Source: an optimization exercise on an open RTL-to-GDS flow (aim: small area and a short achievable clock period). Production flows keep margins and buffers that such runs may drop.
At most, simulation tests tie the RTL to the original design; equivalence was not proved.
No driver is modelled on the clock port, so clock power and skew are understated where the tree is cut down; a real chip needs a root buffer or a tree.
No activity file was given, so power comes from the tool's default toggle rates.

==> inputs of try-garnet <==
// alu4_top
module alu4_top (
  input  wire        clk,
  input  wire [13:0] i,
  output wire [7:0]  o
);
==> module alu4, before the edit <==
module alu4 (
	i_9_, i_10_, i_7_, i_8_, i_5_, i_6_, i_3_, i_13_,
	i_4_, i_12_, i_1_, i_11_, i_2_, i_0_, o_1_, o_2_, o_0_, o_7_,
	o_5_, o_6_, o_3_, o_4_);
input i_9_;
input i_10_;
input i_7_;
input i_8_;
input i_5_;
input i_6_;
input i_3_;
input i_13_;
input i_4_;
input i_12_;
input i_1_;
input i_11_;
input i_2_;
input i_0_;
output o_1_;
output o_2_;
output o_0_;
output o_7_;
output o_5_;
output o_6_;
output o_3_;
output o_4_;
wire new_n23;
wire new_n24;
wire new_n25;
wire new_n26;
wire new_n27;
wire new_n28;
wire new_n29;
wire new_n30;
wire new_n31;
wire new_n33;
wire new_n34;
wire new_n35;
wire new_n36;
wire new_n37;
wire new_n38;
wire new_n39;
wire new_n40;
wire new_n41;
wire new_n42;
wire new_n43;
wire new_n44;
wire new_n45;
wire new_n46;
wire new_n48;
wire new_n50;
wire new_n51;
wire new_n52;
wire new_n53;
wire new_n54;
wire new_n55;
wire new_n56;
wire new_n57;
wire new_n58;
wire new_n59;
wire new_n60;
wire new_n62;
wire new_n63;
wire new_n64;
wire new_n66;
  g_inv g00 (.A(i_13_), .Y(new_n23));
  g_nand2 g01 (.A(new_n23), .B(i_4_), .Y(new_n24));
  g_inv g02 (.A(i_9_), .Y(new_n25));
  g_nand2 g03 (.A(new_n25), .B(i_8_), .Y(new_n26));
  g_o211ai g04 (.A1(i_10_), .A2(i_8_), .B1(i_3_), .C1(new_n26), .Y(new_n27));
  g_inv g05 (.A(i_11_), .Y(new_n28));
  g_a21oi g06 (.A1(i_8_), .A2(i_12_), .B1(i_3_), .Y(new_n29));
  g_o21ai g07 (.A1(i_8_), .A2(new_n28), .B1(new_n29), .Y(new_n30));
  g_nand2 g08 (.A(new_n27), .B(new_n30), .Y(new_n31));
  g_xnor2 g09 (.A(new_n24), .B(new_n31), .Y(o_1_));
  g_o21ai g10 (.A1(i_10_), .A2(i_7_), .B1(i_2_), .Y(new_n33));
  g_a21oi g11 (.A1(new_n25), .A2(i_7_), .B1(new_n33), .Y(new_n34));
  g_a21oi g12 (.A1(i_6_), .A2(i_12_), .B1(i_1_), .Y(new_n35));
  g_o21ai g13 (.A1(i_6_), .A2(new_n28), .B1(new_n35), .Y(new_n36));
  g_a21oi g14 (.A1(i_7_), .A2(i_12_), .B1(i_2_), .Y(new_n37));
  g_o21ai g15 (.A1(i_7_), .A2(new_n28), .B1(new_n37), .Y(new_n38));
  g_o211ai g16 (.A1(new_n30), .A2(new_n34), .B1(new_n36), .C1(new_n38), .Y(new_n39));
  g_o21ai g17 (.A1(i_10_), .A2(i_5_), .B1(i_0_), .Y(new_n40));
  g_a21oi g18 (.A1(new_n25), .A2(i_5_), .B1(new_n40), .Y(new_n41));
  g_o21ai g19 (.A1(i_10_), .A2(i_6_), .B1(i_1_), .Y(new_n42));
  g_a21oi g20 (.A1(new_n25), .A2(i_6_), .B1(new_n42), .Y(new_n43));
  g_nor2 g21 (.A(new_n41), .B(new_n43), .Y(new_n44));
  g_a21oi g22 (.A1(i_5_), .A2(i_12_), .B1(i_0_), .Y(new_n45));
  g_o21ai g23 (.A1(i_5_), .A2(new_n28), .B1(new_n45), .Y(new_n46));
  g_a21boi g24 (.A1(new_n39), .A2(new_n44), .B1_N(new_n46), .Y(o_2_));
  g_inv g25 (.A(new_n34), .Y(new_n48));
  g_nand3 g26 (.A(new_n44), .B(new_n27), .C(new_n48), .Y(o_0_));
  g_inv g27 (.A(new_n41), .Y(new_n50));
  g_nand2 g28 (.A(new_n50), .B(new_n46), .Y(new_n51));
  g_nand2 g29 (.A(new_n27), .B(i_4_), .Y(new_n52));
  g_nand3 g30 (.A(new_n52), .B(new_n30), .C(new_n38), .Y(new_n53));
  g_nor2 g31 (.A(new_n34), .B(new_n43), .Y(new_n54));
  g_inv g32 (.A(new_n36), .Y(new_n55));
  g_a21oi g33 (.A1(new_n53), .A2(new_n54), .B1(new_n55), .Y(new_n56));
  g_nor2 g34 (.A(i_13_), .B(new_n56), .Y(new_n57));
  g_nor2 g35 (.A(new_n51), .B(new_n57), .Y(new_n58));
  g_nor2 g36 (.A(new_n43), .B(new_n55), .Y(new_n59));
  g_nand3 g37 (.A(new_n53), .B(new_n23), .C(new_n48), .Y(new_n60));
  g_xor2 g38 (.A(new_n59), .B(new_n60), .X(o_5_));
  g_nand2 g39 (.A(new_n57), .B(new_n51), .Y(new_n62));
  g_nand2 g40 (.A(new_n48), .B(new_n38), .Y(new_n63));
  g_a21oi g41 (.A1(new_n52), .A2(new_n30), .B1(i_13_), .Y(new_n64));
  g_xor2 g42 (.A(new_n63), .B(new_n64), .X(o_6_));
  g_nand4 g43 (.A(o_5_), .B(o_1_), .C(new_n62), .D(o_6_), .Y(new_n66));
  g_nor2 g44 (.A(new_n58), .B(new_n66), .Y(o_7_));
  g_o21ai g45 (.A1(new_n41), .A2(new_n56), .B1(new_n46), .Y(o_3_));
  g_and2b g46 (.A_N(new_n58), .B(new_n62), .X(o_4_));
endmodule
==> module g_a21boi, before the edit <==
module g_a21boi (A1, A2, B1_N, Y);
  input A1;
  input A2;
  input B1_N;
  output Y;
  assign Y = (~A1&B1_N) | (~A2&B1_N);
endmodule
==> module g_and2b, before the edit <==
module g_and2b (A_N, B, X);
  input A_N;
  input B;
  output X;
  assign X = (~A_N&B);
endmodule
==> module g_nand4, before the edit <==
module g_nand4 (A, B, C, D, Y);
  input A;
  input B;
  input C;
  input D;
  output Y;
  assign Y = (~A) | (~B) | (~C) | (~D);
endmodule
Settings: LEC_CHECK=0, CAP_MARGIN=20, CORE_AREA=2 2 61 61, DIE_AREA=0 0 63 63, PLACE_DENSITY=0.85, SLEW_MARGIN=20, SYNTH_HIERARCHICAL=1, SYNTH_MINIMUM_KEEP_SIZE=0; clock period 5.0 ns.
standard.sh (not shown) runs the stock make flow with config.mk's settings and CLKGATE_MAP_FILE= SYNTH_SCRIPT=/design/flow/synth_recipe.tcl, a recipe that flattens the netlist after the stock synthesis.
==> flow/flow/run.sh <==
#!/bin/bash
# Standard ORFS layout (the standard.sh) with these changes:
#  - port buffers are buf_1 (input) and buf_2 (output) instead of the delay cell
#    buffer_ports picks by default;
#  - before floorplanning, combinational cells that synthesis upsized are put back
#    to drive 1 (downsize.tcl); timing repair may upsize them again;
#  - clock tree synthesis is replaced by one buf_12 between the clock port and all
#    22 register clock pins (clk_tree.tcl), so every register sees the same clock.
# Each tool's output goes to its own log file here.
set -e
export BUFFER_PORTS_ARGS="-buffer_cell sky130_fd_sc_hd__buf_1"
export PRE_FLOORPLAN_TCL=$(pwd)/flow/downsize.tcl
bash standard.sh place > standard_place.log 2>&1
export RES=$(pwd)/orfs/results/$FLOW_PLATFORM/alu4_top/base
export CLKBUF=sky130_fd_sc_hd__buf_12
export OUTBUF=sky130_fd_sc_hd__buf_2
openroad -no_init -exit flow/clk_tree.tcl > clk_tree.log 2>&1
bash standard.sh > standard_finish.log 2>&1
Other scripts of this flow, unchanged in this note and not shown: flow/flow/clk_tree.tcl, flow/flow/downsize.tcl
==> try-umber (differences from try-garnet) <==
==> flow/design.v (replaced) <==
module alu4_top (
  input  wire        clk,
  input  wire [13:0] i,
  output wire [7:0]  o
);
  reg  [13:0] a_q;
  reg  [7:0]  y_q;
  wire [7:0]  y_c;
  alu4 u_alu4 (
    .i_0_(a_q[0]),
    .i_1_(a_q[1]),
    .i_2_(a_q[2]),
    .i_3_(a_q[3]),
    .i_4_(a_q[4]),
    .i_5_(a_q[5]),
    .i_6_(a_q[6]),
    .i_7_(a_q[7]),
    .i_8_(a_q[8]),
    .i_9_(a_q[9]),
    .i_10_(a_q[10]),
    .i_11_(a_q[11]),
    .i_12_(a_q[12]),
    .i_13_(a_q[13]),
    .o_0_(y_c[0]),
    .o_1_(y_c[1]),
    .o_2_(y_c[2]),
    .o_3_(y_c[3]),
    .o_4_(y_c[4]),
    .o_5_(y_c[5]),
    .o_6_(y_c[6]),
    .o_7_(y_c[7])
  );
  always @(posedge clk) begin
    a_q <= i;
    y_q <= y_c;
  end
  assign o = y_q;
endmodule

module alu4 (
	i_9_, i_10_, i_7_, i_8_, i_5_, i_6_, i_3_, i_13_,
	i_4_, i_12_, i_1_, i_11_, i_2_, i_0_, o_1_, o_2_, o_0_, o_7_,
	o_5_, o_6_, o_3_, o_4_);
input i_9_;
input i_10_;
input i_7_;
input i_8_;
input i_5_;
input i_6_;
input i_3_;
input i_13_;
input i_4_;
input i_12_;
input i_1_;
input i_11_;
input i_2_;
input i_0_;
output o_1_;
output o_2_;
output o_0_;
output o_7_;
output o_5_;
output o_6_;
output o_3_;
output o_4_;
wire new_n23;
wire new_n24;
wire new_n25;
wire new_n26;
wire new_n27;
wire new_n28;
wire new_n29;
wire new_n30;
wire new_n31;
wire new_n33;
wire new_n34;
wire new_n35;
wire new_n36;
wire new_n37;
wire new_n38;
wire new_n39;
wire new_n40;
wire new_n41;
wire new_n42;
wire new_n43;
wire new_n45;
wire new_n46;
wire new_n47;
wire new_n48;
wire new_n49;
wire new_n50;
wire new_n51;
wire new_n53;
wire new_n54;
wire new_n55;
wire new_n56;
wire new_n57;
wire new_n58;
wire new_n59;
wire new_n60;
wire new_n61;
wire new_n63;
wire new_n64;
wire new_n66;
  g_inv g00 (.A(i_13_), .Y(new_n23));
  g_nand2 g01 (.A(new_n23), .B(i_4_), .Y(new_n24));
  g_inv g02 (.A(i_9_), .Y(new_n25));
  g_nand2 g03 (.A(new_n25), .B(i_8_), .Y(new_n26));
  g_o211ai g04 (.A1(i_10_), .A2(i_8_), .B1(i_3_), .C1(new_n26), .Y(new_n27));
  g_inv g05 (.A(i_11_), .Y(new_n28));
  g_a21oi g06 (.A1(i_8_), .A2(i_12_), .B1(i_3_), .Y(new_n29));
  g_o21ai g07 (.A1(i_8_), .A2(new_n28), .B1(new_n29), .Y(new_n30));
  g_nand2 g08 (.A(new_n27), .B(new_n30), .Y(new_n31));
  g_xnor2 g09 (.A(new_n24), .B(new_n31), .Y(o_1_));
  g_a21oi g10 (.A1(i_5_), .A2(i_12_), .B1(i_0_), .Y(new_n33));
  g_o21a g11 (.A1(i_5_), .A2(new_n28), .B1(new_n33), .X(new_n34));
  g_or2 g12 (.A(i_10_), .B(i_7_), .X(new_n35));
  g_nand2 g13 (.A(new_n35), .B(i_2_), .Y(new_n36));
  g_a21oi g14 (.A1(new_n25), .A2(i_7_), .B1(new_n36), .Y(new_n37));
  g_inv g15 (.A(new_n37), .Y(new_n38));
  g_o21ai g16 (.A1(i_10_), .A2(i_6_), .B1(i_1_), .Y(new_n39));
  g_a21oi g17 (.A1(new_n25), .A2(i_6_), .B1(new_n39), .Y(new_n40));
  g_o21ai g18 (.A1(i_10_), .A2(i_5_), .B1(i_0_), .Y(new_n41));
  g_a21oi g19 (.A1(new_n25), .A2(i_5_), .B1(new_n41), .Y(new_n42));
  g_nor2 g20 (.A(new_n40), .B(new_n42), .Y(new_n43));
  g_nand3 g21 (.A(new_n38), .B(new_n27), .C(new_n43), .Y(o_0_));
  g_a21oi g22 (.A1(i_7_), .A2(i_12_), .B1(i_2_), .Y(new_n45));
  g_o21ai g23 (.A1(i_7_), .A2(new_n28), .B1(new_n45), .Y(new_n46));
  g_inv g24 (.A(new_n46), .Y(new_n47));
  g_nor2 g25 (.A(i_6_), .B(new_n28), .Y(new_n48));
  g_a211oi g26 (.A1(i_6_), .A2(i_12_), .B1(i_1_), .C1(new_n48), .Y(new_n49));
  g_o21ai g27 (.A1(new_n47), .A2(new_n49), .B1(new_n43), .Y(new_n50));
  g_o21ai g28 (.A1(new_n30), .A2(o_0_), .B1(new_n50), .Y(new_n51));
  g_nor2 g29 (.A(new_n34), .B(new_n51), .Y(o_2_));
  g_nor2 g30 (.A(new_n40), .B(new_n37), .Y(new_n53));
  g_nand2 g31 (.A(new_n27), .B(i_4_), .Y(new_n54));
  g_nand3 g32 (.A(new_n54), .B(new_n30), .C(new_n46), .Y(new_n55));
  g_a21oi g33 (.A1(new_n53), .A2(new_n55), .B1(new_n49), .Y(new_n56));
  g_nor2 g34 (.A(new_n42), .B(new_n34), .Y(new_n57));
  g_o21a g35 (.A1(i_13_), .A2(new_n56), .B1(new_n57), .X(new_n58));
  g_nor3 g36 (.A(i_13_), .B(new_n57), .C(new_n56), .Y(new_n59));
  g_nor2 g37 (.A(new_n40), .B(new_n49), .Y(new_n60));
  g_nand3 g38 (.A(new_n38), .B(new_n55), .C(new_n23), .Y(new_n61));
  g_xor2 g39 (.A(new_n60), .B(new_n61), .X(o_5_));
  g_nor2 g40 (.A(new_n47), .B(new_n37), .Y(new_n63));
  g_a21oi g41 (.A1(new_n54), .A2(new_n30), .B1(i_13_), .Y(new_n64));
  g_xnor2 g42 (.A(new_n63), .B(new_n64), .Y(o_6_));
  g_nand3 g43 (.A(o_5_), .B(o_6_), .C(o_1_), .Y(new_n66));
  g_nor3 g44 (.A(new_n58), .B(new_n59), .C(new_n66), .Y(o_7_));
  g_o21bai g45 (.A1(new_n42), .A2(new_n56), .B1_N(new_n34), .Y(o_3_));
  g_nor2 g46 (.A(new_n59), .B(new_n58), .Y(o_4_));
endmodule
module g_a211oi (A1, A2, B1, C1, Y);
  input A1;
  input A2;
  input B1;
  input C1;
  output Y;
  assign Y = (~A1&~B1&~C1) | (~A2&~B1&~C1);
endmodule
module g_a21oi (A1, A2, B1, Y);
  input A1;
  input A2;
  input B1;
  output Y;
  assign Y = (~A1&~B1) | (~A2&~B1);
endmodule
module g_inv (A, Y);
  input A;
  output Y;
  assign Y = (~A);
endmodule
module g_nand2 (A, B, Y);
  input A;
  input B;
  output Y;
  assign Y = (~A) | (~B);
endmodule
module g_nand3 (A, B, C, Y);
  input A;
  input B;
  input C;
  output Y;
  assign Y = (~A) | (~B) | (~C);
endmodule
module g_nor2 (A, B, Y);
  input A;
  input B;
  output Y;
  assign Y = (~A&~B);
endmodule
module g_nor3 (A, B, C, Y);
  input A;
  input B;
  input C;
  output Y;
  assign Y = (~A&~B&~C);
endmodule
module g_o211ai (A1, A2, B1, C1, Y);
  input A1;
  input A2;
  input B1;
  input C1;
  output Y;
  assign Y = (~A1&~A2) | (~B1) | (~C1);
endmodule
module g_o21a (A1, A2, B1, X);
  input A1;
  input A2;
  input B1;
  output X;
  assign X = (A1&B1) | (A2&B1);
endmodule
module g_o21ai (A1, A2, B1, Y);
  input A1;
  input A2;
  input B1;
  output Y;
  assign Y = (~A1&~A2) | (~B1);
endmodule
module g_o21bai (A1, A2, B1_N, Y);
  input A1;
  input A2;
  input B1_N;
  output Y;
  assign Y = (~A1&~A2) | (B1_N);
endmodule
module g_or2 (A, B, X);
  input A;
  input B;
  output X;
  assign X = (A) | (B);
endmodule
module g_xnor2 (A, B, Y);
  input A;
  input B;
  output Y;
  assign Y = (~A&~B) | (A&B);
endmodule
module g_xor2 (A, B, X);
  input A;
  input B;
  output X;
  assign X = (A&~B) | (~A&B);
endmodule
- CORE_AREA: 2 2 61 61 -> not set
- CORE_MARGIN: not set -> 2
- CORE_UTILIZATION: not set -> 50
- DIE_AREA: 0 0 63 63 -> not set
- PLACE_DENSITY: 0.85 -> not set
==> try-indigo (differences from try-garnet) <==
--- a/flow/design.v
+++ b/flow/design.v
@@ -100,8 +100,8 @@
 wire new_n60;
 wire new_n62;
 wire new_n63;
-wire new_n64;
-wire new_n66;
+wire new_n65;
+wire new_n67;
   g_inv g00 (.A(i_13_), .Y(new_n23));
   g_nand2 g01 (.A(new_n23), .B(i_4_), .Y(new_n24));
   g_inv g02 (.A(i_9_), .Y(new_n25));
@@ -119,43 +119,51 @@
   g_a21oi g14 (.A1(i_7_), .A2(i_12_), .B1(i_2_), .Y(new_n37));
   g_o21ai g15 (.A1(i_7_), .A2(new_n28), .B1(new_n37), .Y(new_n38));
   g_o211ai g16 (.A1(new_n30), .A2(new_n34), .B1(new_n36), .C1(new_n38), .Y(new_n39));
-  g_o21ai g17 (.A1(i_10_), .A2(i_5_), .B1(i_0_), .Y(new_n40));
-  g_a21oi g18 (.A1(new_n25), .A2(i_5_), .B1(new_n40), .Y(new_n41));
-  g_o21ai g19 (.A1(i_10_), .A2(i_6_), .B1(i_1_), .Y(new_n42));
-  g_a21oi g20 (.A1(new_n25), .A2(i_6_), .B1(new_n42), .Y(new_n43));
+  g_o21ai g17 (.A1(i_10_), .A2(i_6_), .B1(i_1_), .Y(new_n40));
+  g_a21oi g18 (.A1(new_n25), .A2(i_6_), .B1(new_n40), .Y(new_n41));
+  g_o21ai g19 (.A1(i_10_), .A2(i_5_), .B1(i_0_), .Y(new_n42));
+  g_a21oi g20 (.A1(new_n25), .A2(i_5_), .B1(new_n42), .Y(new_n43));
   g_nor2 g21 (.A(new_n41), .B(new_n43), .Y(new_n44));
-  g_a21oi g22 (.A1(i_5_), .A2(i_12_), .B1(i_0_), .Y(new_n45));
-  g_o21ai g23 (.A1(i_5_), .A2(new_n28), .B1(new_n45), .Y(new_n46));
-  g_a21boi g24 (.A1(new_n39), .A2(new_n44), .B1_N(new_n46), .Y(o_2_));
+  g_nor2 g22 (.A(i_5_), .B(new_n28), .Y(new_n45));
+  g_a211oi g23 (.A1(i_5_), .A2(i_12_), .B1(i_0_), .C1(new_n45), .Y(new_n46));
+  g_a21oi g24 (.A1(new_n39), .A2(new_n44), .B1(new_n46), .Y(o_2_));
   g_inv g25 (.A(new_n34), .Y(new_n48));
   g_nand3 g26 (.A(new_n44), .B(new_n27), .C(new_n48), .Y(o_0_));
-  g_inv g27 (.A(new_n41), .Y(new_n50));
-  g_nand2 g28 (.A(new_n50), .B(new_n46), .Y(new_n51));
-  g_nand2 g29 (.A(new_n27), .B(i_4_), .Y(new_n52));
-  g_nand3 g30 (.A(new_n52), .B(new_n30), .C(new_n38), .Y(new_n53));
-  g_nor2 g31 (.A(new_n34), .B(new_n43), .Y(new_n54));
-  g_inv g32 (.A(new_n36), .Y(new_n55));
-  g_a21oi g33 (.A1(new_n53), .A2(new_n54), .B1(new_n55), .Y(new_n56));
-  g_nor2 g34 (.A(i_13_), .B(new_n56), .Y(new_n57));
-  g_nor2 g35 (.A(new_n51), .B(new_n57), .Y(new_n58));
-  g_nor2 g36 (.A(new_n43), .B(new_n55), .Y(new_n59));
-  g_nand3 g37 (.A(new_n53), .B(new_n23), .C(new_n48), .Y(new_n60));
-  g_xor2 g38 (.A(new_n59), .B(new_n60), .X(o_5_));
-  g_nand2 g39 (.A(new_n57), .B(new_n51), .Y(new_n62));
-  g_nand2 g40 (.A(new_n48), .B(new_n38), .Y(new_n63));
-  g_a21oi g41 (.A1(new_n52), .A2(new_n30), .B1(i_13_), .Y(new_n64));
-  g_xor2 g42 (.A(new_n63), .B(new_n64), .X(o_6_));
-  g_nand4 g43 (.A(o_5_), .B(o_1_), .C(new_n62), .D(o_6_), .Y(new_n66));
-  g_nor2 g44 (.A(new_n58), .B(new_n66), .Y(o_7_));
-  g_o21ai g45 (.A1(new_n41), .A2(new_n56), .B1(new_n46), .Y(o_3_));
-  g_and2b g46 (.A_N(new_n58), .B(new_n62), .X(o_4_));
-endmodule
-module g_a21boi (A1, A2, B1_N, Y);
-  input A1;
-  input A2;
-  input B1_N;
-  output Y;
-  assign Y = (~A1&B1_N) | (~A2&B1_N);
+  g_nand2 g27 (.A(new_n27), .B(i_4_), .Y(new_n50));
+  g_nand3 g28 (.A(new_n50), .B(new_n30), .C(new_n38), .Y(new_n51));
+  g_inv g29 (.A(new_n41), .Y(new_n52));
+  g_nand3 g30 (.A(new_n51), .B(new_n48), .C(new_n52), .Y(new_n53));
+  g_nand2 g31 (.A(new_n53), .B(new_n36), .Y(new_n54));
+  g_nand2 g32 (.A(new_n54), .B(new_n23), .Y(new_n55));
+  g_nor2 g33 (.A(new_n43), .B(new_n46), .Y(new_n56));
+  g_and2 g34 (.A(new_n55), .B(new_n56), .X(new_n57));
+  g_nor2 g35 (.A(new_n56), .B(new_n55), .Y(new_n58));
+  g_nand2 g36 (.A(new_n52), .B(new_n36), .Y(new_n59));
+  g_nand3 g37 (.A(new_n51), .B(new_n23), .C(new_n48), .Y(new_n60));
+  g_xnor2 g38 (.A(new_n59), .B(new_n60), .Y(o_5_));
+  g_nand2 g39 (.A(new_n48), .B(new_n38), .Y(new_n62));
+  g_a21oi g40 (.A1(new_n50), .A2(new_n30), .B1(i_13_), .Y(new_n63));
+  g_xor2 g41 (.A(new_n62), .B(new_n63), .X(o_6_));
+  g_nand3 g42 (.A(o_5_), .B(o_1_), .C(o_6_), .Y(new_n65));
+  g_nor3 g43 (.A(new_n57), .B(new_n58), .C(new_n65), .Y(o_7_));
+  g_inv g44 (.A(new_n43), .Y(new_n67));
+  g_a21o g45 (.A1(new_n54), .A2(new_n67), .B1(new_n46), .X(o_3_));
+  g_nor2 g46 (.A(new_n58), .B(new_n57), .Y(o_4_));
+endmodule
+module g_a211oi (A1, A2, B1, C1, Y);
+  input A1;
+  input A2;
+  input B1;
+  input C1;
+  output Y;
+  assign Y = (~A1&~B1&~C1) | (~A2&~B1&~C1);
+endmodule
+module g_a21o (A1, A2, B1, X);
+  input A1;
+  input A2;
+  input B1;
+  output X;
+  assign X = (A1&A2) | (B1);
 endmodule
 module g_a21oi (A1, A2, B1, Y);
   input A1;
@@ -164,11 +172,11 @@
   output Y;
   assign Y = (~A1&~B1) | (~A2&~B1);
 endmodule
-module g_and2b (A_N, B, X);
-  input A_N;
+module g_and2 (A, B, X);
+  input A;
   input B;
   output X;
-  assign X = (~A_N&B);
+  assign X = (A&B);
 endmodule
 module g_inv (A, Y);
   input A;
@@ -188,19 +196,18 @@
   output Y;
   assign Y = (~A) | (~B) | (~C);
 endmodule
-module g_nand4 (A, B, C, D, Y);
+module g_nor2 (A, B, Y);
+  input A;
+  input B;
+  output Y;
+  assign Y = (~A&~B);
+endmodule
+module g_nor3 (A, B, C, Y);
   input A;
   input B;
   input C;
-  input D;
-  output Y;
-  assign Y = (~A) | (~B) | (~C) | (~D);
-endmodule
-module g_nor2 (A, B, Y);
-  input A;
-  input B;
-  output Y;
-  assign Y = (~A&~B);
+  output Y;
+  assign Y = (~A&~B&~C);
 endmodule
 module g_o211ai (A1, A2, B1, C1, Y);
   input A1;
- PLACE_DENSITY: 0.85 -> not set
==> run notes <==
quantity	try-umber	try-garnet	try-indigo
Share of the core filled with cells	63.0%	25.3%	25.3%
Internal power component	242 µW	241 µW	242 µW
VDD IR-drop max	280 µV	178 µV	157 µV
Outcome	finished clean	finished clean	finished clean
Pwr dens	384 nW/µm²	365 nW/µm²	365 nW/µm²
Met3 global-route usage	1.09%	0.721%	0.721%
Final GP Congestion	0.756	0.841	0.838
Tap Cells	15	46	46
Hpwl dp	854 µm	927 µm	934 µm
Final WL	1.05 mm	1.10 mm	1.12 mm
Worst-Margin Slew	362 ps	310 ps	359 ps
Number of cells on the worst reg-to-reg path	7	8	8
R2r startpoint	a_q[10]	a_q[11]	a_q[10]
Wire length of the first global-routing pass	1.66 mm	1.75 mm	1.93 mm
Place WS	3570 ps	3550 ps	3550 ps
Crit path capture	o[0]	o[0]	o[2]
Sum of met3 wire segment lengths after detailed routing	63 µm	84 µm	89 µm
Final clock skew	0.977 ps	1.61 ps	1.14 ps
Die outline width	40.8 µm	63 µm	63 µm
Routed metal-1 wire length	465 µm	529 µm	499 µm
Slew margin rel.	75.7%	79.3%	75.9%
Startpoint of the most critical setup path	y_q[0]	y_q[0]	y_q[2]
Function not checked in try-umber and try-indigo: the RTL went through the layout flow alone. In every run of this note, the design's own scripts or RTL, not TritonCTS, make the clock network.

==> port drivers added, routing unchanged <==
How much do the figures lean on ideal ports? The routed layouts below were timed once more, with nothing changed but the port constraints. Step 1 assumes that a clkbuf_16 drives the clock port and a buf_2 every other input. Step 2 moves the port delays by t, midway between the first and last clock arrival at a register: inputs arrive t later, outputs are due t later. That takes back most of the time a late clock gives input paths. a / b / c = ideal ports / drivers / drivers and shift; a / b = the first two.
run | t (ns) | setup slack, ns | hold WS [ns] | cell pins on the clock port's net
try-garnet | 0.144 | 3.449 / 3.421 / 3.565 | 0.503 / 0.503 / 0.503 | 1
try-umber | 0.148 | 3.452 / 3.422 / 3.552 | 0.509 / 0.509 / 0.509 | 1
try-indigo | 0.142 | 3.448 / 3.420 / 3.551 | 0.509 / 0.509 / 0.509 | 1
After both steps setup and hold are still met in every run listed.
